This is an optimization exercise on Yosys and OpenROAD, whose aim is small area, not a production implementation.
Only the layout flow was run in this run; the RTL was not checked for function there.
Power is estimated from default activity; no workload was simulated.

<file path="flow/design.v">
module fp10 #(
    parameter HALF = 100          
)(
    input  wire clk_in,
    input  wire reset,
    output wire tick
);
    reg [22:0] counter;
    reg clk_out;
    always @(posedge clk_in or posedge reset) begin
        if (reset) begin
            counter <= 0;
            clk_out <= 0;
        end
        else if (counter == HALF - 1) begin
            counter <= 0;
            clk_out <= ~clk_out;
        end
        else begin
            counter <= counter + 1;
        end
    end
    assign tick = (counter == HALF - 1) && ~clk_out;
endmodule
module miao10(clk, reset, tick, cout, qout);
input clk, reset, tick;
output cout;
output reg [7:0] qout;
always@(posedge clk or posedge reset) begin
   if (reset)
      qout <= 0;
   else if (tick) begin
      if(qout == 4)
         qout <= 0;
      else
         qout <= qout + 1;
   end
end
assign cout = (qout == 4) ? 1 : 0;
endmodule
module miao(qout,reset,clk,tick,cin,secin1,cout);
input clk,reset,tick,cin;
input [7:0] secin1;
output reg[7:0] qout;
output cout;
always@(posedge clk or posedge reset)
begin
	if(reset) qout<=0;
	else if(tick && cin)
	begin
   if(qout==59) begin qout<=0;end
	        else qout<=qout+1;end
end
assign cout=((qout==59)&&(secin1==4))?1:0;
endmodule
module fen(qout,am,am_fall,reset,clk,tick,cin,cout,nout,secin,secin1,naozhong);
input clk,reset,tick,am,am_fall,cin,naozhong;
input [7:0] secin;
input [7:0] secin1;
output reg[7:0] qout;
output reg[7:0] nout;
output   cout;
always@(posedge clk or posedge reset)
begin
	if(reset) qout<=0;
	else if(tick&&(~naozhong)&&(~am||cin))
	begin
   if(qout==59) begin qout<=0;end
	        else qout<=qout+1;end
end
always@(posedge clk or posedge reset)
begin
	if(reset) nout<=0;
	else if(am_fall&&naozhong)
	begin
	if(nout==59) begin nout<=0;end
		     else nout<=nout+1;end
end
assign cout=((qout==59)&&(secin==59)&&(secin1==4))?1:0;
endmodule
module shi(qout,ah,ah_fall,reset,clk,tick,cin,naozhong,nout);
input clk,reset,tick,ah,ah_fall,cin,naozhong;
output reg[7:0] qout;
output reg[7:0] nout;
always@(posedge clk or posedge reset)
begin
	if(reset) qout<=0;
	else if(tick&&(~naozhong)&&(~ah||cin))
	begin
   if(qout==23) qout<=0;
	        else qout<=qout+1;end
end
always@(posedge clk or posedge reset)
begin
	if(reset) nout<=0;
	else if(ah_fall&&naozhong)
	begin
	if(nout==23) begin nout<=0;end
		     else nout<=nout+1;end
end
endmodule
module alarm(en,clk,tick,reset,cin,set,shi,daodian,min,miao);
input [7:0] shi;
input [7:0] min;
input [7:0] miao;
input reset,cin,clk,tick,en;
output reg[7:0] set;
output daodian;
always@(posedge clk or posedge reset)
begin
	if(reset) set<=0;
	else if(tick)
	begin
		if(set==23)
		set<=0;
		else if(~cin)
		set<=set+1;
	end
end
assign daodian=(en&&(min==8'b0)&&(miao < 10))?1:0;
endmodule
module naozhong(
    input wire [7:0] shi_nao,
    input wire [7:0] shi_date,
    input wire [7:0] fen_nao,
    input wire [7:0] fen_date,
    input wire switch, clk, reset, tick,
    input wire switch_rise,
    output reg audio
);
    reg en_reg;
    reg alarm_enabled;
    always @(posedge clk or posedge reset)
    begin
        if (reset)
            en_reg <= 0;
        else if (tick)
        begin
            if (switch)
            begin
                en_reg <= 1;
            end
            else
                en_reg <= 0;
        end
    end
    always @(posedge clk or posedge reset)
    begin
        if (reset)
            alarm_enabled <= 1;
        else if (switch_rise)
            alarm_enabled <= !alarm_enabled;
    end
    always @(posedge clk or posedge reset)
    begin
        if (reset)
            audio <= 0;
        else if (tick)
        begin
            if (alarm_enabled && en_reg && (shi_nao == shi_date)&&(fen_nao == fen_date))
                audio <= 1;
            else
                audio <= 0;
        end
    end
endmodule
module audio(
    input wire clk,            
    input wire reset,          
    input wire en,             
    output wire pwm_out        
);
    parameter C4 = 261;
    parameter D4 = 293;
    parameter E4 = 329;
    parameter F4 = 349;
    parameter G4 = 392;
    parameter A4 = 440;
    parameter B4 = 493;
    parameter E_DI = 82;
    parameter FS = 93;
    parameter CLK_FREQ = 50000;
    parameter LONG  = 2000;
    parameter SHORT = 1000;
    reg [31:0] counter;
    reg [31:0] pwm_duty_cycle;   
    reg [31:0] note_freq;
    reg [31:0] note_duration_counter;
    reg [3:0] note_index;   
    function [31:0] note_table;
        input [3:0] idx;
        case (idx)
            4'd0:  note_table = D4;
            4'd1:  note_table = G4;
            4'd2:  note_table = B4;
            4'd3:  note_table = G4;
            4'd4:  note_table = A4;
            4'd5:  note_table = D4;
            4'd6:  note_table = E4;
            4'd7:  note_table = B4;
            4'd8:  note_table = G4;
            4'd9:  note_table = E_DI;
            4'd10: note_table = D4;
            4'd11: note_table = B4;
            4'd12: note_table = G4;
            4'd13: note_table = E_DI;
            4'd14: note_table = B4;
            4'd15: note_table = FS;
            default: note_table = B4;
        endcase
    endfunction
    function [31:0] duration_table;
        input [3:0] idx;
        case (idx)
            4'd5, 4'd6: duration_table = SHORT;
            default:    duration_table = LONG;
        endcase
    endfunction
    always @(posedge clk or posedge reset) begin
        if (reset) begin
            counter <= 0;
            pwm_duty_cycle <= 0;
        end else if (en) begin
            if (counter >= CLK_FREQ / note_freq) begin
                counter <= 0;
                pwm_duty_cycle <= ~pwm_duty_cycle;
            end else begin
                counter <= counter + 1;
            end
        end
    end
    always @(posedge clk or posedge reset) begin
        if (reset) begin
            note_index <= 0;
            note_freq <= note_table(4'd0);
            note_duration_counter <= 0;
        end else if (en) begin
            if (note_duration_counter >= duration_table(note_index)) begin
                note_duration_counter <= 0;
                note_index <= (note_index + 1) % 8;   
                note_freq <= note_table(note_index);
            end else begin
                note_duration_counter <= note_duration_counter + 1;
            end
        end
    end
    assign pwm_out = pwm_duty_cycle;
endmodule
module bcd(
	input	[7:0]	bin_in,
	output	[9:0]	bcd_out
    );
reg [3:0] ones;
reg [3:0] tens;
reg [1:0] hundreds;
integer i;
always @(*) begin
	ones 		= 4'd0;
	tens 		= 4'd0;
	hundreds 	= 2'd0;
	for(i = 7; i >= 0; i = i - 1) begin
		if (ones >= 4'd5) 		ones = ones + 4'd3;
		if (tens >= 4'd5) 		tens = tens + 4'd3;
		if (hundreds >= 4'd5)	hundreds = hundreds + 4'd3;
		hundreds = {hundreds[0],tens[3]};
		tens	 = {tens[2:0],ones[3]};
		ones	 = {ones[2:0],bin_in[i]};
	end
end	
assign bcd_out = {hundreds, tens, ones};
endmodule
module display(qin,sig);
input[3:0] qin;
output reg [0:6]sig;
always@(qin)
begin case(qin)
4'd0:sig=7'b0000001;
4'd1:sig=7'b1001111;
4'd2:sig=7'b0010010;
4'd3:sig=7'b0000110;
4'd4:sig=7'b1001100;
4'd5:sig=7'b0100100;
4'd6:sig=7'b0100000;
4'd7:sig=7'b0001111;
4'd8:sig=7'b0000000;
4'd9:sig=7'b0000100;
default:sig=7'b0000001;
endcase
end 
endmodule 
module mux2to1 (
   input wire [7:0] a,    
	input wire [7:0] b, 	 
   input wire sel,  
   output wire [7:0] y   
);
    assign y = (sel) ? a : b;
endmodule
module shuzizhong(
    input wire clk1,         
    input wire reset,        
    input wire ah1,          
    input wire am1,          
    input wire alarm1,       
    input wire en,           
    input wire naozhong,     
    output wire [0:6] shi,       
    output wire [0:6] ge,        
    output wire [0:6] min_shi,   
    output wire [0:6] min_ge,    
    output wire [0:6] sec_shi,   
    output wire [0:6] sec_ge,    
    output wire daodian,     
    output wire audio        
);
    wire tick;               
    wire [7:0] bb, miao1, fen1, shi1, nao_fen, nao_shi, set1;
    wire cout10, cout_miao, cout_fen, ring;
    wire [7:0] y_shi, y_fen, y_miao;
    wire [9:0] out, fen, miao;
    fp10 a(.clk_in(clk1), .reset(reset), .tick(tick));
    reg ah_s, ah, am_s, am, alarm_s, alarm;
    always @(posedge clk1 or posedge reset) begin
        if (reset) begin
            ah_s <= 1; ah <= 1;
            am_s <= 1; am <= 1;
            alarm_s <= 0; alarm <= 0;
        end else if (tick) begin
            ah_s <= ah1; ah <= ah_s;
            am_s <= am1; am <= am_s;
            alarm_s <= alarm1; alarm <= alarm_s;
        end
    end
    wire ah_fall = tick && ah && ~ah_s;
    wire am_fall = tick && am && ~am_s;
    wire alarm_rise = tick && ~alarm && alarm_s;
    miao10 inst16(.clk(clk1), .reset(reset), .tick(tick), .cout(cout10), .qout(bb));
    miao inst20(.qout(miao1), .reset(reset), .clk(clk1), .tick(tick), .cin(cout10),
                .secin1(bb), .cout(cout_miao));
    fen inst24(.qout(fen1), .am(am), .am_fall(am_fall), .reset(reset), .clk(clk1), .tick(tick),
               .cin(cout_miao), .cout(cout_fen), .nout(nao_fen), .secin(miao1), .secin1(bb),
               .naozhong(naozhong));
    shi inst19(.qout(shi1), .ah(ah), .ah_fall(ah_fall), .reset(reset), .clk(clk1), .tick(tick),
               .cin(cout_fen), .naozhong(naozhong), .nout(nao_shi));
    alarm inst3(.en(en), .clk(clk1), .tick(tick), .reset(reset), .cin(alarm), .set(set1),
                .shi(shi1), .daodian(daodian), .min(fen1), .miao(miao1));
    naozhong inst6(.shi_nao(nao_shi), .shi_date(shi1), .fen_nao(nao_fen), .fen_date(fen1),
                   .switch(alarm), .clk(clk1), .reset(reset), .tick(tick),
                   .switch_rise(alarm_rise), .audio(ring));
    audio inst5(.clk(clk1), .reset(reset), .en(ring), .pwm_out(audio));
    mux2to1 nn(.a(nao_shi), .b(shi1), .sel(naozhong), .y(y_shi));
    mux2to1 mm(.a(nao_fen), .b(fen1), .sel(naozhong), .y(y_fen));
    mux2to1 jj(.a(8'd0), .b(miao1), .sel(naozhong), .y(y_miao));
    bcd inst4(.bin_in(y_shi), .bcd_out(out));
    bcd inst(.bin_in(y_fen), .bcd_out(fen));
    bcd inst9(.bin_in(y_miao), .bcd_out(miao));
    display inst1(.qin(out[7:4]), .sig(shi));
    display inst2(.qin(out[3:0]), .sig(ge));
    display inst10(.qin(fen[7:4]), .sig(min_shi));
    display inst11(.qin(fen[3:0]), .sig(min_ge));
    display inst12(.qin(miao[7:4]), .sig(sec_shi));
    display inst13(.qin(miao[3:0]), .sig(sec_ge));
endmodule
</file>
<file path="flow/run.sh">
#!/bin/bash
# synth_recipe.tcl (not shown) runs the flow's synth.tcl, then flattens the netlist and writes it again
# the make line also repeats each setting of config.mk as NAME=value (left out here)
make -C /OpenROAD-flow-scripts/flow DESIGN_CONFIG=/design/flow/config.mk WORK_HOME=/design/flow/orfs CLKGATE_MAP_FILE= SYNTH_SCRIPT=/design/flow/synth_recipe.tcl finish
</file>
<file path="flow/config.mk">
export PLATFORM = sky130hd
export DESIGN_NAME = shuzizhong
export DESIGN_NICKNAME = shuzizhong
export VERILOG_FILES = /design/flow/design.v
export SDC_FILE = /design/flow/constraint.sdc
export NUM_CORES = 4
export LEC_CHECK = 0
export CAP_MARGIN = 20
export CORE_MARGIN = 2
export CORE_UTILIZATION = 40
export SLEW_MARGIN = 20
</file>
<file path="flow/constraint.sdc">
create_clock -name core_clock -period 25.0 [get_ports {clk1}]
set_input_delay 5.0000 -clock core_clock [delete_from_list [all_inputs] [get_ports {clk1}]]
set_output_delay 5.0000 -clock core_clock [all_outputs]
set_load 0.01 [all_outputs]
</file>
==> flow_summary.json <==
{
  "ir_worst_vdd_mv": 0.0319,
  "critical_path.slowest_cell": "o21ai_0",
  "cpMostUsedCell": "ha_1",
  "cts_setup_buffers": 0,
  "cp.required_ns": 25.27,
  "cp_top_family": "simple AND/OR/NAND/NOR gates",
  "setup_violations": 0,
  "drc": 0,
  "cts_root_buffer": "clkbuf_16",
  "slew_headroom_pct": 34.0,
  "synth-main-ff-cell": "dfrtp_1",
  "h-tree-depth": 4,
  "status": "timing/DRC/antenna clean",
  "syn_to_final_growth_pct": 9.98,
  "syn_area_per_cell_um2": 8.08,
  "final_nets": 2023,
  "vias_per_cell": 5.63,
  "routed_wl_mm": 35.4,
  "ys_async_sr_fraction_pct": 100,
  "reg_top3": "inst5.counter (32), inst5.note_duration_counter (32), a.counter (23)",
  "synth_cell_types": 99,
  "dp_hpwl_mm": 27.1,
  "netSwitchingPower_mw": 0.124,
  "synth-compound-area-share_pct": 20.1,
  "clock_path_buffers": 2,
  "p_clk_share_pct": 47.5,
  "final_util_pct": 44.7,
  "crit_buf_inv": 7,
  "synth_top_family_by_area": "simple AND/OR/NAND/NOR gates",
  "ant_nets": 0,
  "worstPathMaxFanout": 28,
  "die_w_um": 197,
  "grt_pass1_wl_mm": 60.7,
  "period_share_pct": 75.4,
  "layout-drive-gt1-share_pct": 5.52,
  "drtIter0Drc": 728,
  "cap_violations": 0,
  "fp-row-count": 70,
  "tritoncts": "built",
  "synthCells": 1847,
  "synth_xor_area_share_pct": 8.97,
  "fin_hold_ws_ns": 0.472,
  "fill_cells": 3636,
  "busiest_layer": "met2",
  "final_max_slew_viol_count": 0,
  "synth.mux.area_fraction_pct": 4.86,
  "netlist_top_cells_area": "dfrtp_1 25%, ha_1 12%, xnor2_1 6.0%",
  "startpoint_type": "flop",
  "synth_area_leader_cell": "dfrtp_1",
  "synth_top_area_share_pct": 24.8,
  "fin_area_um2": 16400,
  "powerDensity_nw_per_um2": 31.6,
  "synth_edf_count": 0,
  "clk_pin_slew_ns": 0.07,
  "final_common_cell": "nor2_1",
  "worstSetupEndpointType": "flop",
  "first_global_vias": 12790,
  "total_leakage_power_nw": 7.32,
  "cpPeakStageDelay_ns": 0.58,
  "final_cell_mix": "194 x nor2_1, 190 x nand2_1, 148 x dfrtp_1",
  "cts_made_buffers": 17,
  "hold_path_class": "reg2reg",
  "swShare_pct": 24.0,
  "placed_cell_area_um2": 15900,
  "yosysSeqAreaShare_pct": 26.2,
  "fmax_ghz": 0.0531,
  "critical_path_class": "reg2reg",
  "die_area_um2": 38900,
  "period_needed_ns": 18.85,
  "combPwrFrac_pct": 3.7,
  "rsz0062_at_grt": "no",
  "grt_use_met1_pct": 24.3,
  "grt_util_met2_pct": 31.7,
  "ctsResizeCount": 0,
  "syn_nets": 1999,
  "ys_ff_latch": 156,
  "clock_sinks": 156,
  "io_pins": 51,
  "clk_latency_ns": 0.43,
  "coreArea_um2": 36700,
  "routabilityCongestion": 0.919,
  "use_met3_pct": 2.12,
  "grt_overflow_total": 0,
  "port_buffers": 50,
  "grt_usage_pct": 18.5,
  "arrival_ns": 19.12,
  "worst_pin_slew_ns": 0.979,
  "cts_hold_buf": 0,
  "initial_utilization_pct": 40.7,
  "synth-simple-area-share_pct": 23.8,
  "hold_viol": 0,
  "synth_fa_ha_area_share_pct": 12.3,
  "drtPass1Iterations": 5,
  "p_seq_share_pct": 48.8,
  "dieHeight_um": 197,
  "grt_max_degree": 67,
  "vias": 13239,
  "synthesis.area_um2": 14900,
  "antenna_found_initial": 0,
  "fin_skew_ns": 0.00935,
  "diodes": 0,
  "wl_per_cell_um": 15.1,
  "yosysWarnings": 11,
  "setup_tns_ns": 0,
  "internal-power_mw": 0.394
}
## metrics by stage
step	instances	worst slack (ns)	power (mW)
finish	2352	6.15	0.518
global route	2352	4.51	0.538
CTS	2352	6.27	0.527
detailed placement	2320	6.35	0.277
global placement	2320	6.98	0.277
floorplan	1847	8.71	0.269
## layout make-up
type / count / area, µm² / share of cell area (%)
repair buffers: 58 / 561 / 3.41
flip-flops and latches: 156 / 3910 / 23.8
multi-input cells: 1548 / 10500 / 63.7
well taps: 468 / 586 / 3.57
clock buffers: 19 / 453 / 2.76
clock inverters: 13 / 105 / 0.640
inverters: 90 / 345 / 2.10
## power groups by stage
stage	Clock [mW]	Combinational, mW	Sequential, mW
3_5_place_dp	0	0.0199	0.258
6_report	0.246	0.0193	0.253
4_1_cts	0.254	0.0200	0.253
3_3_place_gp	0	0.0196	0.258
5_1_grt	0.264	0.0221	0.253
2_1_floorplan	0	0.0119	0.258
## tightest hold or removal path: stages (launching register included)
cell and delay, ns:
dfstp_2 0.38, nand2_1 0.05, nand2_1 0.04
## synthesized netlist by cell type (21+ instances only)
| cell type | number |
|---|---|
| a21o_1 | 33 |
| a21oi_1 | 119 |
| a31oi_1 | 30 |
| and3_1 | 28 |
| clkbuf_1 | 44 |
| dfrtp_1 | 148 |
| ha_1 | 144 |
| inv_1 | 86 |
| mux2i_1 | 50 |
| nand2_1 | 190 |
| nand2b_1 | 29 |
| nand3_1 | 62 |
| nand4_1 | 45 |
| nor2_1 | 194 |
| nor2b_1 | 30 |
| nor3_1 | 36 |
| nor4_1 | 22 |
| o21a_1 | 21 |
| o21ai_0 | 119 |
| xnor2_1 | 103 |
| xor2_1 | 48 |
## kinds of logic (layout without fill, tap and decap cells)
family,Yosys count,after routing
XOR/XNOR,152,152
multiplexers,70,70
buffers and inverters,143,180
AND/OR/NAND/NOR,721,721
flip-flops,156,156
AO/OA/AOI/OAI,459,459
adder cells (fa/ha/maj),146,146
## final timing paths
path / end / cells after the start / startpoint / slack [ns]
min reg2reg: ah$_DFFE_PP1P_ / 2 / ah_s$_DFFE_PP1P_ / 0.47
max reg2reg: inst5.pwm_duty_cycle[0]$_DFFE_PP0P_ / 78 / inst5.note_freq[3]$_DFFE_PP0P_ / 6.15
min: ah$_DFFE_PP1P_ / 2 / ah_s$_DFFE_PP1P_ / 0.47
min in group asynchronous: inst16.qout[1]$_DFFE_PP0P_ / 2 / reset / 4.96
max in group asynchronous: inst5.note_duration_counter[27]$_DFFE_PP0P_ / 4 / reset / 18.29
max: inst5.pwm_duty_cycle[0]$_DFFE_PP0P_ / 78 / inst5.note_freq[3]$_DFFE_PP0P_ / 6.15
## layer usage
layer,vias up,share of wire [%]
li1,6703,-
met5,-,0
met3,54,2.9
met4,0,2.3
met2,228,47
met1,6254,48

port drivers added, routing unchanged:
No port has a modelled driver above. Below, the same layout with a new extraction and two added sets of constraints.
Step 1 assumes that a clkbuf_16 drives the clock port and a buf_2 every other input.
Step 2 adds t to the input delays and takes it off the output delays; t is the mean of the earliest and latest rising clock arrival at the registers after step 1. Input paths then give back, and output paths get back, about the clock's delay inside the block.
Three values: no drivers, after step 1, after step 2; two values: the first two.
t, ns: 0.478
slack for setup (ns): 6.151 / 6.151 / 6.151
worst setup path at the end: register to register
cell pins on the clock port's net: 1
After both steps setup and hold are still met in this run. The setup slack of this run moves by 0.000 ns with the drivers and by 0.000 ns with both steps.
